From an optimization exercise on the open Yosys and OpenROAD flow, aimed at small area, a short achievable clock period and few clock cycles; shortcuts taken in it are not production practice. At most, simulation tests tie the RTL to the original design; equivalence was not proved. For runs 1 to 4 and 6 to 8, only the layout was checked, not whether the RTL still works. Power figures rest on the tool's default switching activity, not on a simulated workload.

==> flow/design.v (outline; a module is shown in full before it is edited, if it fits) <==
// module FPU: 103 lines
// module fadd_s1: 54 lines
// module fadd_s2: 46 lines
// module fmul_s1: 949 lines
// module fmul_s2: 32 lines
// module fhalf_u: 10 lines
// module ftoi_u: 11 lines
// module itof_u: 16 lines
// module floor_u: 18 lines
// module fcmp_u: 18 lines
// module lzc32: 28 lines
// module shl32: 10 lines
module FPU(clk, rstn, ctl, x1, x2, y, ready, en);
  // ...
==> flow/run.sh <==
#!/bin/bash
# synth_recipe.tcl (not shown) runs the flow's synth.tcl, then flattens the netlist and writes it again
# the make line also repeats each setting of config.mk as NAME=value (left out here)
make -C /OpenROAD-flow-scripts/flow DESIGN_CONFIG=/design/flow/config.mk WORK_HOME=/design/flow/orfs CLKGATE_MAP_FILE= SYNTH_SCRIPT=/design/flow/synth_recipe.tcl finish
==> flow/config.mk <==
export PLATFORM = sky130hd
export DESIGN_NAME = FPU
export DESIGN_NICKNAME = FPU
export VERILOG_FILES = /design/flow/design.v
export SDC_FILE = /design/flow/constraint.sdc
export NUM_CORES = 4
export LEC_CHECK = 0
export CAP_MARGIN = 20
export CORE_MARGIN = 2
export CORE_UTILIZATION = 40
export SETUP_SLACK_MARGIN = 2.5
export SLEW_MARGIN = 20
==> flow/constraint.sdc <==
create_clock -name core_clock -period 10.0 [get_ports {clk}]
set_input_delay 2.0000 -clock core_clock [delete_from_list [all_inputs] [get_ports {clk}]]
set_output_delay 2.0000 -clock core_clock [all_outputs]
set_load 0.01 [all_outputs]
==> results.py, run 1 <==
metrics = {
    "timing": {
        "rsz0062_at_grt": "yes",
        "post-route-period-util_pct": 75.01,
        "tns_ps": 0,
        "layout_setup_ws_ps": 2499,
        "period_needed_ps": 7501,
    },
    "cts": {
        "clkTransAtPathRegs_ps": 60,
        "htree_levels": 4,
        "cts_buffers": 17,
    },
    "yosys": {
        "synth_top_family_by_area": "compound AO/OA/AOI/OAI gates",
        "synth_top_area_share_pct": 11.63,
        "synth.most_common_cell": "nand2_1",
        "synthDistinctLibCells": 105,
        "syn_area_sq_um": 36660,
        "yosysWarnings": 3,
        "synthMuxAreaShare_pct": 7.417,
        "ys_ff_latch": 167,
        "syn_area_per_cell_sq_um": 7.202,
    },
    "floorplanning": {
        "num_rows": 111,
        "tapCellCount": 1186,
        "ioPinCount": 105,
    },
    "global_route": {
        "grt_pass1_vias": 36867,
        "grtUsageTotal_pct": 34.50,
    },
    "placed_design": {
        "dp_slack_ps": 860.4,
        "place_area_sq_um": 38870,
        "dpl.hpwl_mm": 127.4,
        "place_congestion": 1.051,
    },
    "cells_and_area": {
        "antenna_cells": 4,
        "clock_area_share_pct": 1.356,
        "fin_area_sq_um": 41630,
        "final_core_util_pct": 45.62,
        "fin_cells": 6311,
        "most-common-layout-cells": "506 x nand2_1, 446 x o21ai_0, 407 x a21oi_1",
        "nNetsFinal": 5618,
        "mostFrequentLayoutCell": "nand2_1",
    },
    "routing": {
        "highest_layer": "met5",
        "finalWirelength_mm": 168.7,
        "met1_length_mm": 70.55,
        "ant_nets": 0,
    },
    "status": {
        "status": "finished clean",
    },
    "power_and_ir_drop": {
        "pwr_density_cell_nw_per_um2": 246.4,
        "leakage_nw": 17.41,
    },
    "critical_path": {
        "cp_data_required_time_ps": 10210,
        "crit_path_max_incr_delay_ps": 610,
        "worstSetupStartpointType": "primary input",
    },
}
==> module FPU, before the edit <==
module FPU(clk, rstn, ctl, x1, x2, y, ready, en);
    input clk, rstn;
    input [4:0] ctl;
    input [31:0] x1, x2;
    input en;
    output reg ready;
    output [31:0] y;
    wire op_add   = (ctl == 5'd0) | (ctl == 5'd1);
    wire op_mul   = (ctl == 5'd2) | (ctl == 5'd20);
    wire op_fhalf = (ctl == 5'd5);
    wire op_ftoi  = (ctl == 5'd6);
    wire op_itof  = (ctl == 5'd7);
    wire op_floor = (ctl == 5'd8);
    wire op_feq   = (ctl == 5'd9);
    wire op_fle   = (ctl == 5'd10);
    wire op_fabs  = (ctl == 5'd11);
    wire op_fneg  = (ctl == 5'd12);
    wire op_fless = (ctl == 5'd13);
    wire op_fmin  = (ctl == 5'd14);
    wire op_fmax  = (ctl == 5'd15);
    wire op_fisz  = (ctl == 5'd16);
    wire op_fisp  = (ctl == 5'd17);
    wire op_fisn  = (ctl == 5'd18);
    wire lt = (x1[30:0] <  x2[30:0]);
    wire eq = (x1[30:0] == x2[30:0]);
    wire [26:0] m_ra, m_rb;
    wire m_cin;
    wire [31:0] mb = ctl[4] ? x1 : x2;
    fmul_s1 u_mul1 (.a(x1[22:0]), .b(mb[22:0]), .ra(m_ra), .rb(m_rb), .cin(m_cin));
    wire [9:0] m_ye0 = x1[30:23] + mb[30:23] + 10'd129;
    wire m_zero = ~(|x1[30:23]) | ~(|mb[30:23]);
    wire m_inf  = (&x1[30:23]) | (&mb[30:23]);
    wire m_ys   = x1[31] ^ mb[31];
    wire [26:0] a_S;
    wire [24:0] a_R;
    wire [7:0]  a_le;
    wire a_effsub, a_bs, a_ls, a_near, a_spec;
    wire [31:0] a_spec_y;
    wire [31:0] tsh;
    wire [31:0] mx;
    fadd_s1 u_add1 (.x1(x1), .x2(x2), .sub(ctl[0]), .ge(~lt), .is_ftoi(op_ftoi), .mx(mx[30:0]),
                    .tsh(tsh), .S(a_S), .R(a_R), .le(a_le),
                    .effsub(a_effsub), .bs(a_bs), .ls(a_ls), .isnear(a_near),
                    .spec(a_spec), .spec_y(a_spec_y));
    wire [31:0] half_v, ftoi_v, itof_v, floor_v;
    wire fmin_x1;
    wire half_i, ftoi_i, itof_i, floor_i;
    wire feq_y, fle_y, fless_y;
    fhalf_u u_half (.x(x1), .v(half_v), .inc(half_i));
    ftoi_u  u_ftoi (.x(x1), .t(tsh), .v(ftoi_v), .inc(ftoi_i));
    itof_u  u_itof (.x(x1), .v(itof_v), .inc(itof_i));
    floor_u u_floor(.x(x1), .v(floor_v), .inc(floor_i));
    fcmp_u  u_cmp  (.x1(x1), .x2(x2), .lt(lt), .eq(eq), .feq(feq_y), .fle(fle_y),
                    .fless(fless_y), .fmin_x1(fmin_x1));
    wire pick_x1 = op_add ? ~lt : (fmin_x1 ^ op_fmax);
    assign mx = pick_x1 ? x1 : x2;
    wire nz1 = |x1[30:0];
    wire bit0 = (op_feq & feq_y) | (op_fle & fle_y) | (op_fless & fless_y) |
                (op_fisz & ~nz1) | (op_fisp & ~x1[31] & nz1) | (op_fisn & x1[31] & nz1);
    wire add_spec = op_add & a_spec;
    wire [31:0] misc_v =
        ({32{add_spec}} & a_spec_y) |
        ({32{op_fhalf}} & half_v)  |
        ({32{op_ftoi}}  & ftoi_v)  |
        ({32{op_itof}}  & itof_v)  |
        ({32{op_floor}} & floor_v) |
        ({32{op_fmin | op_fmax}} & mx) |
        ({32{op_fabs}}  & {1'b0, x1[30:0]}) |
        ({32{op_fneg}}  & {~x1[31], x1[30:0]}) |
        {31'b0, bit0};
    wire misc_i = (op_fhalf & half_i) | (op_ftoi & ftoi_i) | (op_itof & itof_i) |
                  (op_floor & floor_i);
    reg sel_mul, sel_far, sel_near, sel_misc;
    reg [26:0] r_ra, r_rb, r_S;
    reg r_cin;
    reg [9:0] r_ye0;
    reg r_zero, r_inf, r_ys;
    reg [24:0] r_R;
    reg [7:0] r_le;
    reg r_effsub, r_bs, r_ls;
    reg [31:0] r_misc;
    reg r_inc;
    always @(posedge clk) begin
        ready <= rstn & en;
        sel_mul  <= op_mul;
        sel_far  <= op_add & ~a_spec & ~a_near;
        sel_near <= op_add & ~a_spec & a_near;
        sel_misc <= ~op_mul & ~(op_add & ~a_spec);
        r_ra <= m_ra; r_rb <= m_rb; r_cin <= m_cin;
        r_ye0 <= m_ye0; r_zero <= m_zero; r_inf <= m_inf; r_ys <= m_ys;
        r_S <= a_S; r_R <= a_R; r_le <= a_le;
        r_effsub <= a_effsub; r_bs <= a_bs; r_ls <= a_ls;
        r_misc <= misc_v; r_inc <= misc_i;
    end
    wire [31:0] mul_y, far_y, near_y;
    fmul_s2 u_mul2 (.ra(r_ra), .rb(r_rb), .cin(r_cin), .ye0(r_ye0), .iszero(r_zero),
                    .isinf(r_inf), .ys(r_ys), .y(mul_y));
    fadd_s2 u_add2 (.S(r_S), .R(r_R), .le(r_le), .effsub(r_effsub), .bs(r_bs), .ls(r_ls),
                    .far_y(far_y), .near_y(near_y));
    wire [31:0] misc_y = r_misc + {31'b0, r_inc};
    assign y = ({32{sel_mul}}  & mul_y)  | ({32{sel_far}}  & far_y) |
               ({32{sel_near}} & near_y) | ({32{sel_misc}} & misc_y);
endmodule
==> module fadd_s1, before the edit <==
module fadd_s1 (
    input  wire [31:0] x1,
    input  wire [31:0] x2,
    input  wire        sub,
    input  wire        ge,       
    input  wire        is_ftoi,  
    input  wire [30:0] mx,       
    output wire [31:0] tsh,      
    output wire [26:0] S,        
    output wire [24:0] R,        
    output wire [7:0]  le,       
    output wire        effsub,
    output wire        bs,       
    output wire        ls,       
    output wire        isnear,
    output wire        spec,
    output wire [31:0] spec_y);
wire        s1 = x1[31];
wire        s2 = x2[31] ^ sub;
wire [7:0]  e1 = x1[30:23];
wire [7:0]  e2 = x2[30:23];
wire [22:0] m1 = x1[22:0];
wire [22:0] m2 = x2[22:0];
assign effsub = s1 ^ s2;
assign ls = ge ? s1 : s2;
wire [8:0]  d12 = {1'b0, e1} - {1'b0, e2};
wire [7:0]  d21 = e2 - e1;
wire        e1lt = d12[8];
wire [7:0]  shift = e1lt ? d21 : d12[7:0];
assign le = e1lt ? e2 : e1;
wire [22:0] fbm = e1lt ? m2 : m1;
wire [22:0] fsm = (e1lt | is_ftoi) ? m1 : m2;
assign bs = ls;
wire [26:0] lf = {2'b01, fbm, 2'b00};
wire [7:0]  fsh = 8'd157 - e1;
wire [4:0]  sa = is_ftoi ? fsh[4:0] : shift[4:0];
wire        sz = is_ftoi ? (e1 < 8'd126) : (|shift[7:5]);
wire [31:0] sh32 = sz ? 32'd0 : ({1'b1, fsm, 8'b0} >> sa);
wire [26:0] sf = {1'b0, sh32[31:6]};
assign tsh = sh32;
assign S = lf + (sf ^ {27{effsub}}) + {26'd0, effsub};
wire        neq = (e1 == e2);
wire [22:0] nbm = mx[22:0];
wire [22:0] nsm = ge ? m2 : m1;
wire [24:0] A = {1'b1, nbm, 1'b0};
wire [24:0] B = neq ? {1'b1, nsm, 1'b0} : {2'b01, nsm};
assign R = A - B;
wire inf = (&e1) | (&e2);
wire z1 = ~(|e1);
wire z2 = ~(|e2);
assign spec = inf | z1 | z2;
assign spec_y = {ls, (~inf & z1 & z2) ? 31'b0 : mx};
assign isnear = effsub & (shift[7:1] == 7'd0);
endmodule
==> inputs of run 2 (changes only) <==
--- a/flow/design.v
+++ b/flow/design.v
@@ -75,7 +75,6 @@
     reg r_cin;
     reg [9:0] r_ye0;
     reg r_zero, r_inf, r_ys;
-    reg [24:0] r_R;
     reg [7:0] r_le;
     reg r_effsub, r_bs, r_ls;
     reg [31:0] r_misc;
@@ -88,14 +87,14 @@
         sel_misc <= ~op_mul & ~(op_add & ~a_spec);
         r_ra <= m_ra; r_rb <= m_rb; r_cin <= m_cin;
         r_ye0 <= m_ye0; r_zero <= m_zero; r_inf <= m_inf; r_ys <= m_ys;
-        r_S <= a_S; r_R <= a_R; r_le <= a_le;
+        r_S <= a_S; r_le <= a_le;
         r_effsub <= a_effsub; r_bs <= a_bs; r_ls <= a_ls;
         r_misc <= misc_v; r_inc <= misc_i;
     end
     wire [31:0] mul_y, far_y, near_y;
     fmul_s2 u_mul2 (.ra(r_ra), .rb(r_rb), .cin(r_cin), .ye0(r_ye0), .iszero(r_zero),
                     .isinf(r_inf), .ys(r_ys), .y(mul_y));
-    fadd_s2 u_add2 (.S(r_S), .R(r_R), .le(r_le), .effsub(r_effsub), .bs(r_bs), .ls(r_ls),
+    fadd_s2 u_add2 (.S(r_S), .R(r_S[25:1]), .le(r_le), .effsub(r_effsub), .bs(r_bs), .ls(r_ls),
                     .far_y(far_y), .near_y(near_y));
     wire [31:0] misc_y = r_misc + {31'b0, r_inc};
     assign y = ({32{sel_mul}}  & mul_y)  | ({32{sel_far}}  & far_y) |
@@ -142,13 +141,12 @@
 wire [31:0] sh32 = sz ? 32'd0 : ({1'b1, fsm, 8'b0} >> sa);
 wire [26:0] sf = {1'b0, sh32[31:6]};
 assign tsh = sh32;
-assign S = lf + (sf ^ {27{effsub}}) + {26'd0, effsub};
 wire        neq = (e1 == e2);
-wire [22:0] nbm = mx[22:0];
-wire [22:0] nsm = ge ? m2 : m1;
-wire [24:0] A = {1'b1, nbm, 1'b0};
-wire [24:0] B = neq ? {1'b1, nsm, 1'b0} : {2'b01, nsm};
-assign R = A - B;
+wire        swap = neq & ~ge;
+wire [26:0] opa = swap ? sf : lf;
+wire [26:0] opb = swap ? lf : sf;
+assign S = opa + (opb ^ {27{effsub}}) + {26'd0, effsub};
+assign R = S[25:1];
 wire inf = (&e1) | (&e2);
 wire z1 = ~(|e1);
 wire z2 = ~(|e2);
==> run 2 against run 1 <==
- still clean
- synthesized cell count down 5.0%
- fmax about the same
- combinational power down about 10%
- critical path type unchanged
- highest routed layer unchanged
==> results.py, run 2 <==
metrics = {
    "status": {
        "status": "finished clean",
    },
    "yosys": {
        "syn_area_per_cell_sq_um": 7.131,
        "synth_top_area_share_pct": 12.36,
        "syn_area_sq_um": 34490,
        "syn_nets": 5330,
        "ys.flop_type": "dfxtp_1",
        "synth.most_common_cell": "o21ai_0",
        "synthDistinctLibCells": 111,
        "yosys.area.top_type": "fa_1",
        "synth_edf_count": 0,
        "synthCells": 4837,
        "yosysWarnings": 3,
        "ys_async_sr_fraction_pct": 0,
        "ys_top_cells_by_area": "fa_1 12%, dfxtp_1 8.2%, ha_1 7.5%",
        "synthTopCellsByCount": "502 x o21ai_0, 432 x nand2_1, 392 x a21oi_1, 385 x nor2_1, 378 x inv_1",
        "ys_ff_latch": 142,
        "yosysSeqAreaShare_pct": 8.241,
    },
    "timing": {
        "maxSlewViolCount": 0,
        "rsz0062_at_grt": "yes",
        "hold-worst-slack_ps": 1889,
        "hold_violations": 0,
        "finalSetupViolations": 0,
        "fmax_mhz": 133.3,
        "post-route-period-util_pct": 75.01,
        "slew_headroom_pct": 21.39,
        "tightest_slew_ps": 1168,
        "tns_ps": 0,
        "period_needed_ps": 7501,
    },
    "cts": {
        "clock-sinks": 142,
        "cts_buffers": 17,
        "cts_tree": "built",
        "root_buffer": "clkbuf_16",
        "clockBufferDepth": 2,
        "htree_levels": 4,
        "clkTransAtPathRegs_ps": 70,
        "cts-hold-fix-buffers": 0,
    },
    "placed_design": {
        "place_congestion": 1.037,
        "place_inst": 5850,
        "dpl.hpwl_mm": 121.9,
        "io_buffers": 104,
    },
    "global_route": {
        "grtUsageTotal_pct": 35.26,
        "grt_pass1_vias": 35745,
        "antenna_found_initial": 6,
        "grt_max_degree": 65,
        "gr-total-overflow": 0,
        "grt_pass1_wl_mm": 237.9,
    },
    "run": {
        "maxCapViolations": 0,
    },
    "cells_and_area": {
        "fin_cells": 5976,
        "largest_reg_flops": 32,
        "most-common-layout-cells": "467 x o21ai_0, 430 x nand2_1, 377 x nor2_1",
        "mostFrequentLayoutCell": "o21ai_0",
        "nNetsFinal": 5308,
        "reg_top3": "r_misc (32), r_S (27), r_rb (27)",
        "top_register": "r_misc",
        "syn_to_final_growth_pct": 13.04,
        "drive_above_1_share_pct": 12.05,
    },
    "min_path": {
        "hold_class": "primary input to flop",
    },
    "routing": {
        "drc": 0,
        "first_pass_iters": 9,
        "drt-vias-per-instance": 6.450,
        "finalWirelength_mm": 161.3,
        "vias": 38546,
        "wl_per_cell_um": 26.99,
        "ant_nets": 0,
        "dr.first_iter.drc_count": 5977,
    },
    "floorplanning": {
        "num_rows": 107,
        "dieWidth_um": 297.7,
        "ioPinCount": 105,
        "initial_core_util_pct": 40.45,
        "die_h_um": 297.7,
        "dieArea_sq_um": 88600,
        "core_sq_um": 85280,
    },
    "power_and_ir_drop": {
        "pwr_density_cell_nw_per_um2": 235.8,
        "ir_worst_vdd_uv": 180.2,
        "leakage_nw": 16.05,
    },
    "critical_path": {
        "crit_arrival_ps": 7910,
        "worst-path-max-fanout": 25,
        "criticalPathCategory": "primary input to flop",
        "worstSetupStartpointType": "primary input",
        "end_kind": "flop",
        "cp_data_required_time_ps": 10410,
    },
}
## run 2: critical path, stage by stage
cell             delay, ps
clkdlybuf4s15_1        510
and3b_2                470
nand2_4                180
o21ai_2                170
buf_8                  250
mux4_2                 550
mux2i_1                210
mux2i_1                170
mux2i_1                150
o21ai_0                 90
nand2_1                180
o21ai_1                100
xnor2_1                130
ha_1                   380
o21ai_1                150
a21boi_2                90
o21ai_2                150
a21oi_2                 80
o21ai_2                160
a21boi_2                90
o21ai_2                200
a21oi_2                110
o31ai_4                290
o22ai_2                130
or3_1                  380
a2111o_1               420
nand3_1                 80
## run 2: cell families (layout without fill, tap and decap cells)
| group | after synthesis | after routing | share of synthesized area [%] |
|---|---|---|---|
| AO/OA/AOI/OAI | 1646 | 1648 | 30.40 |
| flip-flops | 142 | 142 | 8.241 |
| other | 0 | 4 | 0 |
| AND/OR/NAND/NOR | 1294 | 1295 | 17.60 |
| multiplexers | 200 | 200 | 6.435 |
| buffers and inverters | 810 | 798 | 9.152 |
| adder cells (fa/ha/maj) | 421 | 421 | 19.91 |
| XOR/XNOR | 324 | 324 | 8.270 |
## run 2: area by class of cell
type	instances	area (sq um)
Antenna cell	4	10.01
Clock buffer	17	425.4
Clock inverter	15	207.7
Fill cell	8788	46290
Inverter	404	1568
Multi-Input combinational cell	3888	29420
Sequential cell	142	2869
Tap cell	1144	1431
Timing Repair Buffer	362	3063
## run 2: path summary, 6_finish.rpt
check,startpoint,slack (ps),depth (start not counted),to
hold / removal,x2[30],1890,3,r_le[7]
setup / recovery,ctl[1],2500,27,r_S[26]
## run 2: report_power, final
part           switching (mW)  total, mW  internal, mW  leakage [nW]
clock network           0.297      0.702         0.405         0.313
registers               0.267       1.11         0.841          1.19
logic                    4.51       7.38          2.88          14.5
total                    5.07       9.19          4.12          16.0
## run 2: metrics by stage
stage	worst slack (ps)	power, mW	utilization, %	area, sq um
after global routing	2278	10.07	45.71	38980
final	2499	9.193	45.72	38990
after detailed placement	1085	8.035	43.06	36730
after CTS	2444	8.973	45.10	38470
after floorplan	2382	5.804	-	34620
after global placement	1081	7.961	43.05	36710
## run 2: routing by layer
metal  vias up  GRT usage (%)  share of wire (%)
li1      17198              -                  -
met3       596          7.066                 11
met4         8          21.39                7.3
met1     18170          47.73                 41
met5         -              0              0.031
met2      2574          51.44                 41
## run 2: timing repair
action,CTS,global route
pin swaps,59,32
setup buffers,53,29
setup endpoints to repair,81,80
gates cloned,4,2
resized for setup,206,88
==> inputs of run 3 (changes only) <==
==> flow/flow/run.sh (new file) <==
#!/bin/bash
# The standard layout (standard.sh: ORFS synthesis to finish, same
# constraints and settings), with two changes to how it is made:
#  - MATCH_CELL_FOOTPRINT=0: the resizer may swap a cell for any drive
#    strength of the same function (sky130hd's platform file limits it to
#    cells of the same footprint, so most gates cannot be upsized);
#  - the port buffers that buffer_ports puts on every input and output start
#    as buf_4 instead of a delay buffer.
# The whole make output goes to make.log; ORFS's per-step logs stay under
# orfs/logs.
set -euo pipefail
bash standard.sh MATCH_CELL_FOOTPRINT=0 \
    "BUFFER_PORTS_ARGS=-buffer_cell sky130_fd_sc_hd__buf_4" finish > make.log 2>&1
==> flow/standard.sh (new file) <==
#!/bin/bash
# synth_recipe.tcl (not shown) runs the flow's synth.tcl, then flattens the netlist and writes it again
# the make line also repeats each setting of config.mk as NAME=value (left out here)
make -C /OpenROAD-flow-scripts/flow DESIGN_CONFIG=/design/flow/config.mk WORK_HOME=/design/flow/orfs CLKGATE_MAP_FILE= SYNTH_SCRIPT=/design/flow/synth_recipe.tcl "${@:-finish}"
removed: flow/run.sh
==> run 3 against run 2 <==
- die area stayed put
- critical endpoint is now y[2]
- combinational power hardly changed
- count of clock-buffer cells in the layout is 1 higher
- worst setup slack worse by 170 ps
- highest routed layer unchanged
- final cell count is 1.2% lower
==> results.py, run 3 <==
metrics = {
    "floorplanning": {
        "dieWidth_um": 297.7,
        "dieArea_sq_um": 88600,
        "initial_core_util_pct": 40.45,
        "core_sq_um": 85280,
        "ioPinCount": 105,
        "num_rows": 107,
        "die_h_um": 297.7,
    },
    "cts": {
        "root_buffer": "clkbuf_16",
        "clockBufferDepth": 2,
        "cts_buffers": 17,
        "clock-sinks": 142,
        "htree_levels": 4,
        "cts_tree": "built",
        "cts-hold-fix-buffers": 0,
        "clkTransAtPathRegs_ps": 70,
    },
    "cells_and_area": {
        "reg_top3": "r_misc (32), r_S (27), r_rb (27)",
        "most-common-layout-cells": "470 x o21ai_0, 431 x nand2_1, 380 x nor2_1",
        "syn_to_final_growth_pct": 10.56,
        "nNetsFinal": 5238,
        "regArea_sq_um": 2875,
        "fillerInstances": 8826,
        "multi_input_area_sq_um": 29370,
        "drive_above_1_share_pct": 12.21,
        "largest_reg_flops": 32,
        "mostFrequentLayoutCell": "o21ai_0",
        "top_register": "r_misc",
        "fin_area_sq_um": 38140,
    },
    "critical_path": {
        "path_cells": "inv_1 > ha_2 > nor3_1 > o31ai_1 > a2111oi_1 > a21oi_2 > buf_6 > ha_1 > a21o_1 > a21oi_1 > o21bai_1 > a21oi_1 > xnor2_1 > a41oi_1 > nor2_2 > buf_6 > clkbuf_2 > o41ai_1 > a222oi_1 > o21ai_1 > buf_4",
        "crit_family": "compound AO/OA/AOI/OAI gates",
        "worst-path-max-fanout": 11,
        "cp_num_buf_inv": 5,
        "cp_data_required_time_ps": 8000,
        "worstSetupStartpointType": "flop",
        "criticalPathCategory": "flop to output pin",
        "crit_slowest_cell": "a2111oi_1",
        "crit_arrival_ps": 5670,
        "crit_path_max_incr_delay_ps": 700,
        "end_kind": "output pin",
        "crit_cells": 21,
    },
    "yosys": {
        "ys_top_cells_by_area": "fa_1 12%, dfxtp_1 8.2%, ha_1 7.5%",
        "synthTopCellsByCount": "502 x o21ai_0, 432 x nand2_1, 392 x a21oi_1, 385 x nor2_1, 378 x inv_1",
        "synth_top_family_by_area": "compound AO/OA/AOI/OAI gates",
        "synthMuxAreaShare_pct": 6.435,
        "yosys.area.top_type": "fa_1",
        "ys_ff_latch": 142,
        "synth.most_common_cell": "o21ai_0",
        "synth-simple-area-share_pct": 17.60,
        "syn_area_sq_um": 34490,
        "ys_async_sr_fraction_pct": 0,
        "synth_xor_area_share_pct": 8.270,
        "synth_top_area_share_pct": 12.36,
        "synthDistinctLibCells": 111,
        "ys.flop_type": "dfxtp_1",
        "synth_compound_area_share_pct": 30.40,
        "syn_nets": 5330,
        "yosys.area_share.adder_pct": 19.91,
        "synthCells": 4837,
        "yosysSeqAreaShare_pct": 8.241,
        "syn_area_per_cell_sq_um": 7.131,
        "yosysWarnings": 3,
        "synth_edf_count": 0,
    },
    "routing": {
        "finalWirelength_mm": 159.7,
        "wl_per_cell_um": 27.06,
        "first_pass_iters": 11,
        "ant_nets": 0,
        "vias": 38154,
        "drc": 0,
        "drt-vias-per-instance": 6.463,
        "dr.first_iter.drc_count": 5328,
    },
    "power_and_ir_drop": {
        "power.switching_mw": 5.136,
        "switching_share_pct": 55.96,
        "pwr_density_cell_nw_per_um2": 240.7,
        "leakage_nw": 15.63,
        "internal-power_mw": 4.043,
        "ir_worst_vdd_uv": 255.2,
        "p_clk_share_pct": 7.1,
        "p_comb_share_pct": 80.6,
        "pwr-share-seq_pct": 12.4,
    },
    "global_route": {
        "grt_max_degree": 62,
        "grt_pass1_wl_mm": 233.4,
        "gr-total-overflow": 0,
        "antenna_found_initial": 5,
        "grtUsageTotal_pct": 34.64,
        "grt_pass1_vias": 35123,
    },
    "placed_design": {
        "place_area_sq_um": 36050,
        "io_buffers": 104,
        "place_congestion": 1.020,
        "dpl.hpwl_mm": 119.2,
    },
    "run": {
        "maxCapViolations": 0,
    },
    "timing": {
        "maxSlewViolCount": 0,
        "fmax_mhz": 130.4,
        "rsz0062_at_grt": "yes",
        "tns_ps": 0,
        "period_needed_ps": 7671,
        "finalSetupViolations": 0,
        "post-route-period-util_pct": 76.71,
        "slew_headroom_pct": 15.50,
        "hold_violations": 0,
        "tightest_slew_ps": 1258,
    },
    "min_path": {
        "hold_class": "primary input to flop",
        "hold_depth": 2,
    },
    "status": {
        "status": "finished clean",
    },
}
run 3: changes by cell type in the layout (fill, tap and decap cells not counted), sizes merged, moves of 3 or more:
cell and change:
diode -3, clkbuf -3, clkinv -3, inv +5, dlygate4sd2 -15, clkdlybuf4s50 -56, dlymetal6s2s -6, clkdlybuf4s15 -7
buf +16
run 3: kinds of logic (layout without fill, tap and decap cells):
group | count (synthesis) | in the layout
compound gates | 1646 | 1649
simple gates | 1294 | 1297
buf+inv | 810 | 725
fa+ha+maj | 421 | 421
xor+xnor | 324 | 324
mux | 200 | 200
flops | 142 | 142
other cells | 0 | 1
run 3: layer usage:
metal	global-route usage [%]	up-vias	wire, um
met5	0	-	39
met4	18.60	8	10030
met3	8.014	526	17330
met2	51.28	2470	67030
met1	46.51	18067	65300
li1	-	17083	-
run 3: final cells by class:
cell class,instances,share of cell area [%]
diodes,1,0.006562
clock buffers,18,1.152
clock inverters,14,0.4200
inverters,404,4.049
multi-input cells,3891,77.02
flip-flops and latches,142,7.540
well taps,1144,3.753
repair buffers,289,6.063
run 3: repair_timing:
action                                  4_1_cts  5_1_grt
cloned                                        4        4
gates resized for setup                      93      114
pin swaps                                    26       57
setup buffers                                27       51
endpoints found under the setup margin       53       63
run 3: per-stage QoR:
| stage | hold WS, ps | cells | utilization, % | worst slack, ps | power [mW] |
|---|---|---|---|---|---|
| floorplan | 2028 | 4837 | - | 2408 | 5.807 |
| global placement | 2201 | 5784 | 42.28 | 835.4 | 8.053 |
| detailed placement | 2208 | 5784 | 42.28 | 830.1 | 8.126 |
| CTS | 1696 | 5847 | 43.71 | 2467 | 8.918 |
| global route | 1719 | 5902 | 44.71 | 2217 | 10.04 |
| finish | 1737 | 5903 | 44.72 | 2329 | 9.179 |
run 3: path summary, 6_finish.rpt:
kind | startpoint | endpoint | slack (ps)
worst min-delay path | en | ready | 1740
worst max-delay path | r_S[2] | y[2] | 2330
run 3: power groups by stage:
stage	clock network, mW	logic [mW]	registers (mW)
after global placement	0	6.92	1.13
after global routing	0.688	8.20	1.15
final	0.648	7.39	1.14
after floorplan	0	4.89	0.921
after CTS	0.671	7.13	1.12
after detailed placement	0	7.00	1.12
==> inputs of run 4 (changes only) <==
--- a/flow/config.mk
+++ b/flow/config.mk
@@ -8,5 +8,5 @@
 export CAP_MARGIN = 20
 export CORE_MARGIN = 2
 export CORE_UTILIZATION = 40
-export SETUP_SLACK_MARGIN = 2.5
+export SETUP_SLACK_MARGIN = 3
 export SLEW_MARGIN = 20
==> run 4 against run 3 <==
- first-iteration DRC count decreased by 5.5%
- hold slack got worse by 6.9 ps
- sequential power about the same
- fmax up 7.2%
==> results.py, run 4 <==
metrics = {
    "cells_and_area": {
        "drive_above_1_share_pct": 14.29,
        "most-common-layout-cells": "458 x o21ai_0, 428 x nand2_1, 369 x a21oi_1, 369 x nor2_1, 364 x inv_1",
        "syn_to_final_growth_pct": 12.99,
        "nNetsFinal": 5295,
        "fillerInstances": 8782,
        "largest_reg_flops": 32,
        "top_register": "r_misc",
        "mostFrequentLayoutCell": "o21ai_0",
        "reg_top3": "r_misc (32), r_S (27), r_rb (27)",
        "multi_input_area_sq_um": 29580,
        "regArea_sq_um": 2895,
    },
    "floorplanning": {
        "die_h_um": 297.7,
        "ioPinCount": 105,
        "initial_core_util_pct": 40.45,
        "num_rows": 107,
        "dieWidth_um": 297.7,
        "core_sq_um": 85280,
        "dieArea_sq_um": 88600,
    },
    "yosys": {
        "ys.flop_type": "dfxtp_1",
        "synth_edf_count": 0,
        "synthCells": 4837,
        "yosysSeqAreaShare_pct": 8.241,
        "synth_top_area_share_pct": 12.36,
        "synthDistinctLibCells": 111,
        "syn_area_per_cell_sq_um": 7.131,
        "syn_area_sq_um": 34490,
        "ys_top_cells_by_area": "fa_1 12%, dfxtp_1 8.2%, ha_1 7.5%",
        "synth.most_common_cell": "o21ai_0",
        "syn_nets": 5330,
        "yosys.area.top_type": "fa_1",
        "yosysWarnings": 3,
        "synthTopCellsByCount": "502 x o21ai_0, 432 x nand2_1, 392 x a21oi_1, 385 x nor2_1, 378 x inv_1",
        "ys_ff_latch": 142,
        "ys_async_sr_fraction_pct": 0,
    },
    "timing": {
        "period_needed_ps": 7159,
        "fmax_mhz": 139.7,
        "tns_ps": 0,
        "maxSlewViolCount": 0,
        "post-route-period-util_pct": 71.59,
        "tightest_slew_ps": 1248,
        "finalSetupViolations": 0,
        "slew_headroom_pct": 16.03,
        "rsz0062_at_grt": "yes",
        "hold_violations": 0,
    },
    "power_and_ir_drop": {
        "pwr_density_cell_nw_per_um2": 239.0,
        "internal-power_mw": 4.125,
        "p_comb_share_pct": 80.8,
        "power.switching_mw": 5.191,
        "ir_worst_vdd_uv": 252.0,
        "p_total_mw": 9.316,
        "pwr-share-seq_pct": 11.9,
        "p_clk_share_pct": 7.3,
        "leakage_nw": 15.99,
        "switching_share_pct": 55.72,
    },
    "global_route": {
        "antenna_found_initial": 5,
        "grt_pass1_wl_mm": 235.1,
        "grtUsageTotal_pct": 34.75,
        "grt_pass1_vias": 35581,
        "gr-total-overflow": 0,
        "grt_max_degree": 75,
    },
    "cts": {
        "clock-sinks": 142,
        "root_buffer": "clkbuf_16",
        "clockBufferDepth": 2,
        "cts-hold-fix-buffers": 0,
        "cts_buffers": 17,
        "clkTransAtPathRegs_ps": 70,
        "cts_tree": "built",
        "htree_levels": 4,
    },
    "routing": {
        "dr.first_iter.drc_count": 5035,
        "wl_per_cell_um": 26.71,
        "vias": 38322,
        "drc": 0,
        "finalWirelength_mm": 159.2,
        "drt-vias-per-instance": 6.428,
        "ant_nets": 0,
        "first_pass_iters": 10,
    },
    "placed_design": {
        "place_congestion": 0.9936,
        "io_buffers": 104,
        "dpl.hpwl_mm": 119.0,
    },
    "critical_path": {
        "worst-path-max-fanout": 9,
        "end_kind": "flop",
        "crit_slowest_cell": "fa_2",
        "criticalPathCategory": "primary input to flop",
        "crit_path_max_incr_delay_ps": 430,
        "crit_arrival_ps": 7570,
        "crit_top_cell": "o21ai_2",
        "cp_data_required_time_ps": 10410,
        "worstSetupStartpointType": "primary input",
    },
    "min_path": {
        "hold_class": "primary input to flop",
    },
    "status": {
        "status": "finished clean",
    },
    "run": {
        "maxCapViolations": 0,
    },
}
==> run 4: cell counts after synthesis <==
Identical to the previous run, type by type.
==> run 4: kinds of logic after synthesis <==
group	after synthesis	synth area share, %
flip-flops	142	8.241
AO/OA/AOI/OAI	1646	30.40
XOR/XNOR	324	8.270
adder cells (fa/ha/maj)	421	19.91
AND/OR/NAND/NOR	1294	17.60
multiplexers	200	6.435
buffers and inverters	810	9.152
==> run 4: final timing paths <==
check    from      end  slack [ps]  cells after the start
min        en    ready        1730                      2
max    x2[24]  r_S[26]        2840                     33
==> run 4: cell type report <==
type	instances	area share [%]
Clock buffer	17	1.091
Clock inverter	15	0.4847
Tap cell	1144	3.672
Inverter	404	4.051
Antenna cell	3	0.01926
Multi-Input combinational cell	3890	75.90
Timing Repair Buffer	347	7.348
Sequential cell	142	7.428
==> run 4: power by group through the flow <==
stage	Sequential [mW]	Clock, mW	Combinational, mW
floorplan	0.921	0	4.89
global placement	1.12	0	6.95
detailed placement	1.12	0	7.00
CTS	1.09	0.696	7.34
global route	1.12	0.715	8.36
finish	1.11	0.681	7.53
==> run 4: through the flow <==
stage                     worst slack [ps]  std cells  util [%]  hold WS [ps]  area [sq um]
after detailed placement             999.3       5785     42.33          2206         36100
after global routing                  2605       5959     45.69          1720         38970
after floorplan                       2416       4837         -          2028         34690
after global placement                1084       5784     42.30          2201         36080
final                                 2841       5962     45.70          1730         38980
after CTS                             2872       5907     44.67          1713         38100
==> run 4: what timing repair did <==
item                                    in CTS  in global routing
cloned                                       6                  1
setup buffers                               84                 50
endpoints found under the setup margin      89                 94
pin swaps                                   61                 56
endpoints found under the hold margin        0                  0
gates resized for setup                    187                126
==> run 4: per-layer routing <==
metal | vias to the layer above | global-route usage (%) | share of wire (%) | wire length (um)
li1 | 17170 | - | - | -
met1 | 18079 | 45.70 | 40 | 63810
met2 | 2515 | 53.17 | 43 | 67820
met3 | 552 | 7.023 | 11 | 16780
met4 | 6 | 19.18 | 6.8 | 10790
met5 | - | 0 | 0.025 | 40
==> run 4: critical path, delay by kind of cell <==
family / cells / cell delay (ps)
AO/OA/AOI/OAI: 17 / 2770
XOR/XNOR: 1 / 130
adder cells (fa/ha/maj): 2 / 740
buffers and inverters: 6 / 850
multiplexers: 1 / 200
AND/OR/NAND/NOR: 6 / 860
==> inputs of run 5 (changes only) <==
--- a/flow/design.v
+++ b/flow/design.v
@@ -38,7 +38,7 @@
     wire [31:0] a_spec_y;
     wire [31:0] tsh;
     wire [31:0] mx;
-    fadd_s1 u_add1 (.x1(x1), .x2(x2), .sub(ctl[0]), .ge(~lt), .is_ftoi(op_ftoi), .mx(mx[30:0]),
+    fadd_s1 u_add1 (.x1(x1), .x2(x2), .sub(ctl[0]), .ge(~lt), .is_ftoi(ctl[2]), .mx(mx[30:0]),
                     .tsh(tsh), .S(a_S), .R(a_R), .le(a_le),
                     .effsub(a_effsub), .bs(a_bs), .ls(a_ls), .isnear(a_near),
                     .spec(a_spec), .spec_y(a_spec_y));
@@ -52,7 +52,7 @@
     floor_u u_floor(.x(x1), .v(floor_v), .inc(floor_i));
     fcmp_u  u_cmp  (.x1(x1), .x2(x2), .lt(lt), .eq(eq), .feq(feq_y), .fle(fle_y),
                     .fless(fless_y), .fmin_x1(fmin_x1));
-    wire pick_x1 = op_add ? ~lt : (fmin_x1 ^ op_fmax);
+    wire pick_x1 = ctl[3] ? (fmin_x1 ^ ctl[0]) : ~lt;
     assign mx = pick_x1 ? x1 : x2;
     wire nz1 = |x1[30:0];
     wire bit0 = (op_feq & feq_y) | (op_fle & fle_y) | (op_fless & fless_y) |
==> run 5 against run 4 <==
- still clean on timing, DRC and antenna
- total power decreased by 3.0%
- critical path depth shrank 1
- clock power is 3.4% lower
- via count fell by 3.3%
- final area decreased by 1.1%
- critical path type unchanged
- largest cell class unchanged
==> results.py, run 5 <==
metrics = {
    "floorplanning": {
        "ioPinCount": 105,
        "initial_core_util_pct": 40.34,
        "dieWidth_um": 296.8,
        "die_h_um": 296.8,
        "num_rows": 107,
        "dieArea_sq_um": 88100,
        "core_sq_um": 85010,
    },
    "routing": {
        "dr.first_iter.drc_count": 5012,
        "ant_nets": 0,
        "vias": 37050,
        "finalWirelength_mm": 150.6,
        "first_pass_iters": 12,
        "drc": 0,
        "wl_per_cell_um": 25.96,
        "drt-vias-per-instance": 6.388,
    },
    "cells_and_area": {
        "largest_reg_flops": 32,
        "most-common-layout-cells": "390 x o21ai_0, 382 x nand2_1, 366 x inv_1",
        "fillerInstances": 8615,
        "regArea_sq_um": 2895,
        "top_register": "r_misc",
        "syn_to_final_growth_pct": 12.44,
        "fin_area_sq_um": 38570,
        "final_core_util_pct": 45.36,
        "nNetsFinal": 5135,
        "drive_above_1_share_pct": 13.47,
        "multi_input_area_sq_um": 29610,
        "reg_top3": "r_misc (32), r_S (27), r_rb (27)",
        "mostFrequentLayoutCell": "o21ai_0",
    },
    "critical_path": {
        "crit_path_max_incr_delay_ps": 330,
        "worst-path-max-fanout": 6,
        "worstSetupStartpointType": "primary input",
        "cp_data_required_time_ps": 10320,
        "end_kind": "flop",
        "crit_arrival_ps": 7440,
        "criticalPathCategory": "primary input to flop",
        "crit_slowest_cell": "or3_1",
    },
    "global_route": {
        "grt_pass1_wl_mm": 224.5,
        "antenna_found_initial": 6,
        "grtUsageTotal_pct": 32.79,
        "grt_pass1_vias": 34520,
        "gr-total-overflow": 0,
        "grt_max_degree": 66,
    },
    "timing": {
        "period_needed_ps": 7117,
        "rsz0062_at_grt": "yes",
        "post-route-period-util_pct": 71.17,
        "tns_ps": 0,
        "hold_violations": 0,
        "tightest_slew_ps": 1116,
        "fmax_mhz": 140.5,
        "maxSlewViolCount": 0,
        "finalSetupViolations": 0,
        "slew_headroom_pct": 25.08,
    },
    "yosys": {
        "synthTopCellsByCount": "423 x o21ai_0, 388 x a21oi_1, 386 x nand2_1, 373 x inv_1, 349 x nor2_1",
        "ys.flop_type": "dfxtp_1",
        "synthCells": 4708,
        "syn_area_per_cell_sq_um": 7.285,
        "yosys.area_share.adder_pct": 20.08,
        "syn_nets": 5201,
        "synthDistinctLibCells": 98,
        "synth_top_area_share_pct": 12.43,
        "synth_xor_area_share_pct": 8.697,
        "ys_top_cells_by_area": "fa_1 12%, dfxtp_1 8.3%, ha_1 7.6%",
        "yosysWarnings": 3,
        "synthMuxAreaShare_pct": 9.343,
        "synth_compound_area_share_pct": 28.41,
        "ys_ff_latch": 142,
        "synth.most_common_cell": "o21ai_0",
        "synth_edf_count": 0,
        "syn_area_sq_um": 34300,
        "synth-simple-area-share_pct": 16.40,
        "ys_async_sr_fraction_pct": 0,
        "yosysSeqAreaShare_pct": 8.288,
        "synth_top_family_by_area": "compound AO/OA/AOI/OAI gates",
        "yosys.area.top_type": "fa_1",
    },
    "cts": {
        "clkTransAtPathRegs_ps": 70,
        "cts-hold-fix-buffers": 0,
        "htree_levels": 4,
        "clockBufferDepth": 2,
        "cts_tree": "built",
        "cts_buffers": 17,
        "clock-sinks": 142,
        "root_buffer": "clkbuf_16",
    },
    "run": {
        "maxCapViolations": 0,
    },
    "power_and_ir_drop": {
        "leakage_nw": 15.86,
        "pwr_density_cell_nw_per_um2": 234.4,
        "ir_worst_vdd_uv": 160.5,
    },
    "placed_design": {
        "io_buffers": 104,
        "place_congestion": 1.014,
        "dpl.hpwl_mm": 110.5,
        "place_area_sq_um": 35840,
    },
    "min_path": {
        "hold_start": "en",
        "hold_class": "primary input to flop",
        "hold_depth": 2,
        "hold-path-endpoint": "ready",
    },
    "status": {
        "status": "finished clean",
    },
}
-- run 5: cell types whose count changed after synthesis, sizes merged, moves of 20 or more --
| cell | change |
|---|---|
| a221oi | -21 |
| o21ai | -95 |
| buf | -22 |
| mux2i | +74 |
| o22ai | +20 |
| a22oi | -46 |
| nand2 | -47 |
| nor2 | -33 |
-- run 5: logic make-up (layout without fill, tap and decap cells) --
logic type,count (synthesis),after routing
DFF,142,142
xor gates and xnor gates,338,338
and+or+nand+nor,1208,1208
adders and majority gates,423,423
other,0,1
muxes,291,291
buffers and inverters,782,723
AOI/OAI and AO/OA,1524,1530
-- run 5: where the power goes --
| part | switching, mW | total, mW | internal (mW) |
|---|---|---|---|
| combinational | 4.28 | 7.17 | 2.90 |
| sequential | 0.354 | 1.21 | 0.854 |
| clock | 0.262 | 0.658 | 0.396 |
| total | 4.89 | 9.04 | 4.15 |
-- run 5: per-stage QoR --
stage | power (mW) | instances | hold slack [ps] | worst slack (ps)
after floorplan | 5.798 | 4708 | 2028 | 2520
after global placement | 7.837 | 5650 | 2200 | 1279
after detailed placement | 7.858 | 5650 | 2207 | 1225
after CTS | 8.845 | 5772 | 1733 | 2977
after global routing | 9.924 | 5799 | 1737 | 2646
final | 9.040 | 5800 | 1745 | 2883
-- run 5: worst max-delay path by stage --
stage | startpoint | endpoint | slack, ps | cells past startpoint
6_report | x1[28] | r_S[22] | 2880 | 32
5_1_grt | x1[28] | r_S[22] | 2650 | 31
4_1_cts | x1[28] | r_S[22] | 2980 | 27
3_5_place_dp | x1[26] | r_S[22] | 1230 | 29
3_3_place_gp | x1[26] | r_S[22] | 1280 | 29
2_1_floorplan | x1[28] | r_S[22] | 2520 | 30
-- run 5: timing repair --
item	4_1_cts	5_1_grt
pin swaps	66	57
setup buffers	80	26
setup endpoints to repair	89	87
resized for setup	193	92
cloned	10	0
-- run 5: worst max-delay path: cells and delay by family --
family                   cells  cell delay [ps]
XOR/XNOR                     1              140
buffers and inverters        5              610
AND/OR/NAND/NOR              6             1050
adder cells (fa/ha/maj)      2              550
multiplexers                 2              450
AO/OA/AOI/OAI               16             2600
-- run 5: layer usage --
layer	track usage, %	vias up	wire, um
met1	45.84	17630	63170
met3	5.237	469	15500
li1	-	16686	-
met4	15.62	8	8143
met2	49.06	2257	63710
met5	0	-	47
-- run 5: area by class of cell --
class / instances / area share [%]
antenna: 1 / 0.006489
clock buffer: 18 / 1.113
clock inverter: 14 / 0.4672
inverter: 396 / 3.961
multi-input combinational: 3790 / 76.77
sequential: 142 / 7.507
tap: 1144 / 3.712
timing repair buffer: 295 / 6.466
Testbench counts of run 5, summed over its fixed seeds: cycles 24,008.
==> module floor_u, before the edit <==
module floor_u (
    input  wire [31:0] x,
    output wire [31:0] v,
    output wire        inc);
wire        s = x[31];
wire [7:0]  e = x[30:23];
wire [22:0] m = x[22:0];
wire [7:0]  k = e - 8'd127;
wire [22:0] low = 23'h7fffff >> k[4:0];
wire        frac = |(m & low);
wire        lo = (e < 8'd127);
wire        hi = (e > 8'd149);
wire        up = ~lo & ~hi & s & frac;
assign v = lo ? ((s & (|x[30:0])) ? 32'hbf800000 : {s, 31'b0}) :
           hi ? x :
           up ? {s, e, m | low} : {s, e, m & ~low};
assign inc = up;
endmodule
==> inputs of run 6 (changes only) <==
--- a/flow/design.v
+++ b/flow/design.v
@@ -1235,15 +1235,23 @@
 wire        s = x[31];
 wire [7:0]  e = x[30:23];
 wire [22:0] m = x[22:0];
-wire [7:0]  k = e - 8'd127;
-wire [22:0] low = 23'h7fffff >> k[4:0];
-wire        frac = |(m & low);
+wire [22:0] low;
+genvar i;
+generate
+    for (i = 0; i < 23; i = i + 1) begin : g_low
+        assign low[i] = (e < 8'd150 - i);
+    end
+endgenerate
 wire        lo = (e < 8'd127);
-wire        hi = (e > 8'd149);
-wire        up = ~lo & ~hi & s & frac;
-assign v = lo ? ((s & (|x[30:0])) ? 32'hbf800000 : {s, 31'b0}) :
-           hi ? x :
-           up ? {s, e, m | low} : {s, e, m & ~low};
+wire        frac = |(m & low);
+wire        up = ~lo & s & frac;       
+wire [22:0] mv;
+generate
+    for (i = 0; i < 23; i = i + 1) begin : g_mv
+        assign mv[i] = low[i] ? up : m[i];
+    end
+endgenerate
+assign v = lo ? ((s & (|x[30:0])) ? 32'hbf800000 : {s, 31'b0}) : {s, e, mv};
 assign inc = up;
 endmodule
 `default_nettype wire
==> run 6 against run 5 <==
- area after synthesis rose by 0.28%
- die area rose by 0.28%
- hold slack barely moved
- critical path depth fell by 16
- worst setup slack got worse by 190 ps
- final cell count rose by 0.76%
- still clean on timing, DRC and antenna
- total power rose by 2.9%
- clock power fell by 5.2%
- routed wire length rose by 6.3%
- sequential power fell by 4%
- combinational power rose by 4.9%
- synthesized cell count rose by 0.53%
==> results.py, run 6 <==
metrics = {
    "cells_and_area": {
        "largest_reg_flops": 32,
        "syn_to_final_growth_pct": 13.49,
        "regArea_sq_um": 2879,
        "fillerInstances": 8613,
        "reg_top3": "r_misc (32), r_S (27), r_rb (27)",
        "drive_above_1_share_pct": 14.09,
        "antenna_cells": 0,
        "most-common-layout-cells": "396 x nand2_1, 373 x a21oi_1, 368 x o21ai_0",
        "nNetsFinal": 5176,
        "top_register": "r_misc",
        "multi_input_area_sq_um": 29780,
        "fin_cells": 5844,
        "mostFrequentLayoutCell": "nand2_1",
    },
    "yosys": {
        "yosys.area.top_type": "fa_1",
        "ys.flop_type": "dfxtp_1",
        "synthTopCellsByCount": "409 x nand2_1, 395 x a21oi_1, 392 x o21ai_0, 363 x inv_1",
        "synthDistinctLibCells": 99,
        "syn_area_sq_um": 34390,
        "ys_ff_latch": 142,
        "yosysSeqAreaShare_pct": 8.265,
        "synth.most_common_cell": "nand2_1",
        "yosysWarnings": 3,
        "syn_nets": 5222,
        "ys_async_sr_fraction_pct": 0,
        "synthCells": 4733,
        "synth_edf_count": 0,
        "syn_area_per_cell_sq_um": 7.267,
        "synth_top_area_share_pct": 12.40,
        "ys_top_cells_by_area": "fa_1 12%, dfxtp_1 8.3%, ha_1 7.4%",
    },
    "floorplanning": {
        "initial_core_util_pct": 40.39,
        "num_rows": 107,
        "die_h_um": 297.2,
        "dieArea_sq_um": 88350,
        "core_sq_um": 85150,
        "dieWidth_um": 297.2,
        "ioPinCount": 105,
    },
    "global_route": {
        "gr-total-overflow": 0,
        "grt_max_degree": 60,
        "grt_pass1_vias": 35175,
        "use_met1_pct": 47.16,
        "grt_pass1_wl_mm": 233.3,
        "antenna_found_initial": 3,
        "top_usage_layer": "met2",
        "use_met3_pct": 8.384,
        "use_met2_pct": 51.18,
        "grtUsageTotal_pct": 34.53,
    },
    "routing": {
        "finalWirelength_mm": 160.1,
        "wl_per_cell_um": 27.39,
        "first_pass_iters": 8,
        "drt-vias-per-instance": 6.492,
        "drc": 0,
        "ant_nets": 0,
        "dr.first_iter.drc_count": 5165,
        "vias": 37940,
    },
    "critical_path": {
        "end_kind": "output pin",
        "cp_num_buf_inv": 5,
        "crit_arrival_ps": 5310,
        "crit_path_max_incr_delay_ps": 870,
        "crit_top_cell": "buf_6",
        "worstSetupStartpointType": "flop",
        "worst-path-max-fanout": 4,
        "crit_slowest_cell": "a222oi_1",
        "crit_family": "simple AND/OR/NAND/NOR gates",
        "criticalPathCategory": "flop to output pin",
        "path_cells": "or4_4 > nor2_4 > buf_6 > and3_4 > clkinvlp_4 > buf_6 > a311oi_4 > fa_2 > or4_4 > nor2_4 > a31oi_2 > buf_6 > a32o_2 > a222oi_1 > nand2_1 > buf_6",
        "cp_data_required_time_ps": 8000,
    },
    "cts": {
        "clockBufferDepth": 2,
        "clkTransAtPathRegs_ps": 60,
        "cts_tree": "built",
        "cts_buffers": 17,
        "root_buffer": "clkbuf_16",
        "htree_levels": 4,
        "clock-sinks": 142,
    },
    "min_path": {
        "hold_depth": 2,
        "hold_class": "primary input to flop",
        "hold-path-endpoint": "ready",
        "hold_start": "en",
    },
    "placed_design": {
        "place_congestion": 1.077,
        "io_buffers": 104,
        "dp_slack_ps": 1553,
        "dpl.hpwl_mm": 116.9,
        "place_inst": 5667,
    },
    "timing": {
        "tns_ps": 0,
        "slew_headroom_pct": 28.38,
        "tightest_slew_ps": 1070,
        "hold-worst-slack_ps": 1745,
        "period_needed_ps": 7311,
        "rsz0062_at_grt": "yes",
        "layout_setup_ws_ps": 2689,
        "fmax_mhz": 136.8,
        "post-route-period-util_pct": 73.11,
        "maxSlewViolCount": 0,
        "finalSetupViolations": 0,
        "hold_violations": 0,
    },
    "power_and_ir_drop": {
        "leakage_nw": 16.06,
        "pwr_density_cell_nw_per_um2": 238.4,
        "power.switching_mw": 5.086,
        "switching_share_pct": 54.67,
        "internal-power_mw": 4.218,
        "p_clk_share_pct": 6.7,
        "pwr-share-seq_pct": 12.4,
        "ir_worst_vdd_uv": 239.0,
        "p_comb_share_pct": 80.8,
    },
    "run": {
        "maxCapViolations": 0,
    },
    "status": {
        "status": "finished clean",
    },
}
## run 6: cell type report
| class | instances | share of cell area (%) |
|---|---|---|
| multi-input combinational | 3804 | 76.28 |
| clock buffer | 18 | 1.099 |
| timing repair buffer | 331 | 7.276 |
| timing repair inverter | 2 | 0.02564 |
| tap | 1144 | 3.667 |
| inverter | 389 | 3.949 |
| sequential | 142 | 7.375 |
| clock inverter | 14 | 0.3269 |
## run 6: metrics by stage
| stage | cell area, sq um | power (mW) | util, % |
|---|---|---|---|
| finish | 39030 | 9.304 | 45.84 |
| global route | 39030 | 10.15 | 45.84 |
| CTS | 37660 | 8.936 | 44.23 |
| detailed placement | 35980 | 8.013 | 42.25 |
| global placement | 35970 | 7.950 | 42.25 |
| floorplan | 34650 | 5.836 | - |
## run 6: routing by layer
| metal | routed length (um) | share of wire, % |
|---|---|---|
| met3 | 18820 | 12 |
| met4 | 8716 | 5.4 |
| met2 | 67320 | 42 |
| met1 | 65200 | 41 |
| met5 | 10 | 0.0062 |
## run 6: cell families (layout without fill, tap and decap cells)
group / count (synthesis) / in the layout / share of synthesized area, %
compound gates: 1537 / 1541 / 28.84
buf+inv: 791 / 754 / 8.800
simple gates: 1235 / 1235 / 16.75
xor+xnor: 330 / 330 / 8.403
mux: 278 / 278 / 9.036
flops: 142 / 142 / 8.265
fa+ha+maj: 420 / 420 / 19.91
## run 6: power groups by stage
stage | logic (mW) | registers (mW) | clock network (mW)
finish | 7.52 | 1.16 | 0.624
floorplan | 4.92 | 0.916 | 0
detailed placement | 6.87 | 1.14 | 0
global route | 8.33 | 1.17 | 0.657
CTS | 7.17 | 1.13 | 0.638
global placement | 6.82 | 1.13 | 0
## run 6: worst max-delay path by stage
stage	end	slack, ps	start	depth (start not counted)
final	y[3]	2690	r_S[21]	16
after global routing	y[3]	2560	r_S[21]	19
after CTS	y[3]	2720	r_S[20]	19
after detailed placement	r_S[24]	1550	x1[26]	27
after global placement	r_S[24]	1680	x1[26]	26
after floorplan	r_S[24]	2970	x1[23]	30
## run 6: timing repair
item / 4_1_cts / 5_1_grt
hold buffers: 0 / 0
pin swaps: 53 / 102
buffers inserted: 53 / 82
endpoints found under the hold margin: 0 / 0
cloned: 6 / 3
setup endpoints to repair: 78 / 84
gates resized for setup: 145 / 166
==> inputs of run 7 (changes only) <==
--- a/flow/config.mk
+++ b/flow/config.mk
@@ -8,5 +8,5 @@
 export CAP_MARGIN = 20
 export CORE_MARGIN = 2
 export CORE_UTILIZATION = 40
-export SETUP_SLACK_MARGIN = 3
+export SETUP_SLACK_MARGIN = 3.5
 export SLEW_MARGIN = 20
==> run 7 against run 6 <==
- total power rose by 5.9%
- final area rose by 5.4%
- via count rose by 2.8%
- final cell count rose by 2.2%
- critical endpoint is now y[0]
- largest cell class unchanged
==> results.py, run 7 <==
metrics = {
    "timing": {
        "tns_ps": 0,
        "tightest_slew_ps": 1108,
        "period_needed_ps": 7367,
        "rsz0062_at_grt": "yes",
        "hold_violations": 0,
        "maxSlewViolCount": 0,
        "fmax_mhz": 135.7,
        "post-route-period-util_pct": 73.67,
        "slew_headroom_pct": 25.86,
        "finalSetupViolations": 0,
    },
    "critical_path": {
        "startpoint": "r_S[23]",
        "worst-path-max-fanout": 5,
        "crit_path_max_incr_delay_ps": 590,
        "end_kind": "output pin",
        "crit_arrival_ps": 5370,
        "cp_num_buf_inv": 5,
        "crit_family": "compound AO/OA/AOI/OAI gates",
        "worstSetupStartpointType": "flop",
        "criticalPathCategory": "flop to output pin",
        "path_cells": "or4_4 > nor2_4 > and3_4 > clkinvlp_4 > nor4_4 > a311oi_4 > buf_12 > fa_2 > a21oi_2 > o21bai_1 > nor2_1 > o21ai_1 > a21oi_2 > a31o_4 > a31oi_4 > buf_6 > buf_6 > a32o_1 > a222oi_1 > o21ai_2 > buf_4",
        "crit_cells": 21,
        "cp-endpoint": "y[0]",
        "cp_data_required_time_ps": 8000,
        "crit_slowest_cell": "a222oi_1",
    },
    "yosys": {
        "synth_edf_count": 0,
        "synth_top_area_share_pct": 12.40,
        "synthTopCellsByCount": "409 x nand2_1, 395 x a21oi_1, 392 x o21ai_0, 363 x inv_1",
        "ys.flop_type": "dfxtp_1",
        "yosysSeqAreaShare_pct": 8.265,
        "syn_area_per_cell_sq_um": 7.267,
        "synthDistinctLibCells": 99,
        "ys_ff_latch": 142,
        "syn_area_sq_um": 34390,
        "ys_top_cells_by_area": "fa_1 12%, dfxtp_1 8.3%, ha_1 7.4%",
        "synthCells": 4733,
        "synth.most_common_cell": "nand2_1",
        "yosys.area.top_type": "fa_1",
        "yosysWarnings": 3,
        "syn_nets": 5222,
        "ys_async_sr_fraction_pct": 0,
    },
    "floorplanning": {
        "die_h_um": 297.2,
        "dieArea_sq_um": 88350,
        "core_sq_um": 85150,
        "initial_core_util_pct": 40.39,
        "num_rows": 107,
        "dieWidth_um": 297.2,
        "ioPinCount": 105,
    },
    "routing": {
        "finalWirelength_mm": 164.0,
        "drc": 0,
        "first_pass_iters": 11,
        "ant_nets": 0,
        "drt-vias-per-instance": 6.533,
        "vias": 39009,
        "dr.first_iter.drc_count": 5907,
        "wl_per_cell_um": 27.47,
    },
    "global_route": {
        "antenna_found_initial": 4,
        "grt_pass1_vias": 35945,
        "grtUsageTotal_pct": 35.02,
        "gr-total-overflow": 0,
        "grt_max_degree": 62,
        "grt_pass1_wl_mm": 237.7,
    },
    "min_path": {
        "hold_class": "primary input to flop",
    },
    "placed_design": {
        "place_congestion": 1.021,
        "dpl.hpwl_mm": 116.5,
        "io_buffers": 104,
        "place_area_sq_um": 35970,
    },
    "cells_and_area": {
        "reg_top3": "r_misc (32), r_S (27), r_rb (27)",
        "fin_area_sq_um": 41150,
        "largest_reg_flops": 32,
        "multi_input_area_sq_um": 30470,
        "antenna_cells": 0,
        "fillerInstances": 8416,
        "nNetsFinal": 5304,
        "drive_above_1_share_pct": 18.87,
        "mostFrequentLayoutCell": "nand2_1",
        "syn_to_final_growth_pct": 19.66,
        "regArea_sq_um": 2895,
        "most-common-layout-cells": "390 x nand2_1, 357 x o21ai_0, 356 x a21oi_1",
        "top_register": "r_misc",
    },
    "cts": {
        "clock-sinks": 142,
        "cts_buffers": 17,
        "clkTransAtPathRegs_ps": 60,
        "cts_tree": "built",
        "root_buffer": "clkbuf_16",
        "clockBufferDepth": 2,
        "htree_levels": 4,
    },
    "power_and_ir_drop": {
        "ir_worst_vdd_uv": 219.0,
        "pwr_density_cell_nw_per_um2": 239.3,
        "leakage_nw": 17.00,
    },
    "run": {
        "maxCapViolations": 0,
    },
    "status": {
        "status": "finished clean",
    },
}
run 7: how the worst min path moves through the flow:
stage	depth (start not counted)	from	end	slack, ps
6_report	2	en	ready	1730
5_1_grt	2	en	ready	1730
4_1_cts	2	en	ready	1700
3_5_place_dp	2	en	ready	2210
3_3_place_gp	2	en	ready	2200
2_1_floorplan	0	x1[22]	r_rb[26]	2030
run 7: cells by family (layout without fill, tap and decap cells):
group / after synthesis / count (layout) / synth area share [%]
buffers and inverters: 791 / 879 / 8.800
adders and majority gates: 420 / 420 / 19.91
muxes: 278 / 278 / 9.036
AOI/OAI and AO/OA: 1537 / 1540 / 28.84
and+or+nand+nor: 1235 / 1238 / 16.75
xor gates and xnor gates: 330 / 330 / 8.403
DFF: 142 / 142 / 8.265
run 7: area by class of cell:
class                      count  share of cell area [%]
clock buffer                  19                   1.076
clock inverter                12                  0.3861
timing repair buffer         457                   10.20
timing repair inverter         2                 0.02432
multi-input combinational   3806                   74.04
inverter                     389                   3.761
sequential                   142                   7.035
tap                         1144                   3.478
run 7: stage by stage:
stage / hold slack, ps / std cells / total power [mW] / utilization (%) / setup WS, ps
floorplan: 2028 / 4733 / 5.861 / - / 3041
CTS: 1696 / 5879 / 9.292 / 46.37 / 2812
detailed placement: 2205 / 5657 / 7.975 / 42.25 / 1583
global placement: 2200 / 5657 / 7.954 / 42.25 / 1737
global route: 1726 / 5971 / 10.67 / 48.33 / 2492
finish: 1729 / 5971 / 9.849 / 48.33 / 2633
run 7: repair_timing:
action                     CTS  global route
gates resized for setup    310           216
buffers inserted           175            86
hold buffers                 0             0
setup endpoints to repair  119            96
pin swaps                  129           138
gates cloned                16             5
run 7: metal layers:
metal  up-vias  part of all wire (%)  GRT usage, %
li1      17125                     -             -
met1     18688                    41         47.66
met2      2655                    41         51.32
met3       535                    11         8.027
met4         6                   6.5         18.49
met5         -                 0.028             0
run 7: power breakdown:
| group | switching, mW | internal, mW |
|---|---|---|
| clock | 0.265 | 0.398 |
| sequential | 0.236 | 0.854 |
| combinational | 4.74 | 3.35 |
| total | 5.24 | 4.61 |
==> inputs of run 8 (changes only) <==
--- a/flow/config.mk
+++ b/flow/config.mk
@@ -8,5 +8,5 @@
 export CAP_MARGIN = 20
 export CORE_MARGIN = 2
 export CORE_UTILIZATION = 40
-export SETUP_SLACK_MARGIN = 3.5
+export SETUP_SLACK_MARGIN = 3.25
 export SLEW_MARGIN = 20
==> run 8 against run 7 <==
- final cell count decreased by 2.0%
- die area stayed put
- combinational power fell by 4.6%
- synthesized cell count unchanged
- utilization fell by 2.4 points
- non-clock buffer count shrank 117
- via count decreased by 2.6%
- global-route usage decreased by 0.25 points
- largest power group unchanged
- largest cell class unchanged
- final area decreased by 4.9%
- worst setup slack better by 140 ps
- sequential share of layout area up 0.33 points
- sequential power is essentially flat
- still clean on timing, DRC and antenna
==> results.py, run 8 <==
metrics = {
    "status": {
        "status": "finished clean",
    },
    "power_and_ir_drop": {
        "pwr_density_cell_nw_per_um2": 242.2,
        "leakage_nw": 16.09,
        "ir_worst_vdd_uv": 293.4,
    },
    "cells_and_area": {
        "drive_above_1_share_pct": 14.85,
        "mostFrequentLayoutCell": "nand2_1",
        "syn_to_final_growth_pct": 13.83,
        "fin_cells": 5852,
        "most-common-layout-cells": "395 x nand2_1, 369 x a21oi_1, 364 x o21ai_0",
        "top_register": "r_misc",
        "nNetsFinal": 5183,
        "largest_reg_flops": 32,
        "reg_top3": "r_misc (32), r_S (27), r_rb (27)",
    },
    "min_path": {
        "hold_start": "en",
        "hold_class": "primary input to flop",
    },
    "yosys": {
        "synth_top_area_share_pct": 12.40,
        "ys_async_sr_fraction_pct": 0,
        "synth.most_common_cell": "nand2_1",
        "yosysSeqAreaShare_pct": 8.265,
        "ys_top_cells_by_area": "fa_1 12%, dfxtp_1 8.3%, ha_1 7.4%",
        "ys_ff_latch": 142,
        "synthDistinctLibCells": 99,
        "syn_nets": 5222,
        "synth_edf_count": 0,
        "syn_area_per_cell_sq_um": 7.267,
        "synthTopCellsByCount": "409 x nand2_1, 395 x a21oi_1, 392 x o21ai_0, 363 x inv_1",
        "yosys.area.top_type": "fa_1",
        "syn_area_sq_um": 34390,
        "ys.flop_type": "dfxtp_1",
        "synthCells": 4733,
        "yosysWarnings": 3,
    },
    "timing": {
        "hold_violations": 0,
        "slew_headroom_pct": 27.98,
        "rsz0062_at_grt": "yes",
        "finalSetupViolations": 0,
        "fmax_mhz": 138.4,
        "post-route-period-util_pct": 72.23,
        "tns_ps": 0,
        "hold-worst-slack_ps": 1734,
        "maxSlewViolCount": 0,
        "tightest_slew_ps": 1070,
        "period_needed_ps": 7223,
    },
    "floorplanning": {
        "num_rows": 107,
        "initial_core_util_pct": 40.39,
        "core_sq_um": 85150,
        "dieWidth_um": 297.2,
        "die_h_um": 297.2,
        "dieArea_sq_um": 88350,
        "ioPinCount": 105,
    },
    "global_route": {
        "grt_max_degree": 62,
        "grt_pass1_vias": 35358,
        "use_met2_pct": 52.27,
        "antenna_found_initial": 2,
        "grtUsageTotal_pct": 34.77,
        "use_met3_pct": 8.669,
        "grt_pass1_wl_mm": 234.7,
        "gr-total-overflow": 0,
        "top_usage_layer": "met2",
        "use_met1_pct": 47.11,
    },
    "critical_path": {
        "end_kind": "output pin",
        "worstSetupStartpointType": "flop",
        "worst-path-max-fanout": 3,
        "criticalPathCategory": "flop to output pin",
        "startpoint": "r_S[22]",
        "crit_arrival_ps": 5220,
        "cp_data_required_time_ps": 8000,
    },
    "placed_design": {
        "place_inst": 5652,
        "dpl.hpwl_mm": 118.6,
        "io_buffers": 104,
        "place_congestion": 1.026,
    },
    "routing": {
        "drc": 0,
        "dr.first_iter.drc_count": 4816,
        "drt-vias-per-instance": 6.494,
        "finalWirelength_mm": 160.3,
        "ant_nets": 0,
        "first_pass_iters": 9,
        "vias": 38000,
        "wl_per_cell_um": 27.39,
    },
    "cts": {
        "clkTransAtPathRegs_ps": 70,
        "clock-sinks": 142,
        "cts_tree": "built",
        "cts-hold-fix-buffers": 0,
        "clockBufferDepth": 2,
        "root_buffer": "clkbuf_16",
        "cts_buffers": 17,
        "htree_levels": 4,
    },
    "run": {
        "maxCapViolations": 0,
    },
}
==> run 8: cell counts after synthesis <==
Identical to the previous run, type by type.
==> run 8: power by group <==
part / switching [mW] / internal [mW]
sequential: 0.270 / 0.850
clock: 0.301 / 0.337
combinational: 4.63 / 3.09
==> run 8: cells by family after synthesis <==
logic type                 after synthesis  synth area share (%)
AOI/OAI and AO/OA                     1537                 28.84
and+or+nand+nor                       1235                 16.75
buffers and inverters                  791                 8.800
adders and majority gates              420                 19.91
xor gates and xnor gates               330                 8.403
muxes                                  278                 9.036
DFF                                    142                 8.265
==> run 8: what timing repair did <==
action,CTS,global route
gates resized for setup,218,121
setup buffers,109,53
gates cloned,4,1
pin swaps,96,88
hold endpoints to repair,0,0
setup endpoints to repair,108,97
==> run 8: path summary, 6_finish.rpt <==
| check | end | slack [ps] | cells past startpoint |
|---|---|---|---|
| setup / recovery | y[3] | 2780 | 19 |
| hold / removal | ready | 1730 | 2 |
==> run 8: metrics by stage <==
step	worst slack [ps]	instance area, sq um	utilization [%]	power (mW)
CTS	2969	38210	44.88	9.134
global route	2746	39150	45.98	10.25
global placement	1560	35870	42.13	8.096
floorplan	3007	34680	-	5.842
detailed placement	1502	35870	42.13	8.105
finish	2777	39150	45.98	9.483
==> run 8: worst max-delay path, cell delays in order (launching register included) <==
cell and delay (ps):
dfxtp_4 350, or4_4 560, nor2_4 130, and3_4 210, clkinvlp_4 100, buf_6 120
nor4_4 330, a311oi_4 90, ha_1 320, a21o_1 170, a21oi_2 160, o21bai_1 120
a21oi_2 240, xnor2_2 200, a31oi_4 140, buf_6 160, a32o_2 250, a222oi_1 770
nand2_1 140, buf_6 170
==> run 8: layer usage <==
metal | vias to the layer above | share of wire, %
met5 | - | 0
met4 | 0 | 5.0
met3 | 449 | 12
met2 | 2459 | 42
met1 | 18219 | 41
li1 | 16873 | -
==> run 8: final cells by class <==
| class | count | area [sq um] |
|---|---|---|
| inverter | 389 | 1546 |
| antenna | 1 | 2.502 |
| clock inverter | 14 | 142.6 |
| multi-input combinational | 3802 | 29830 |
| clock buffer | 18 | 439.2 |
| sequential | 142 | 2884 |
| timing repair inverter | 2 | 10.01 |
| timing repair buffer | 340 | 2865 |
| tap | 1144 | 1431 |
| fill | 8688 | 45990 |

-- what the ideal ports hide --
In the flow no input, the clock included, has a driving cell. The finished layouts below were timed again as built, in two steps.
Step 1, drivers: a clkbuf_16 drives clk and a buf_2 each remaining input, both assumed.
Step 2 times the ports against the registers' clock, not the clock port: input delays grow and output delays shrink by t, the midpoint of the rising clock arrivals with the driver on.
Slacks: ideal / step 1 / step 2; pairs: ideal / step 1.
run | t, ns | slack for setup (ns) | worst setup path at the end | worst slew at a driven data input, ns
run 1 | 0.519 | 2.499 / 2.484 / 2.026 | input to register | 0.11
run 2 | 0.541 | 2.499 / 2.497 / 1.956 | input to register | 0.18
run 3 | 0.525 | 2.329 / 2.265 / 2.016 | input to register | 0.21
run 4 | 0.533 | 2.841 / 2.807 / 2.327 | input to register | 0.28
run 5 | 0.510 | 2.883 / 2.881 / 2.378 | input to register | 0.07
run 6 | 0.528 | 2.689 / 2.625 / 2.383 | input to register | 0.17
run 7 | 0.529 | 2.633 / 2.569 / 2.415 | input to register | 0.17
run 8 | 0.535 | 2.777 / 2.721 / 2.432 | input to register | 0.08
After both steps setup and hold are still met in every run listed. The setup slack of run 2, which loses most, moves by -0.002 ns with the drivers and by -0.543 ns with both steps.
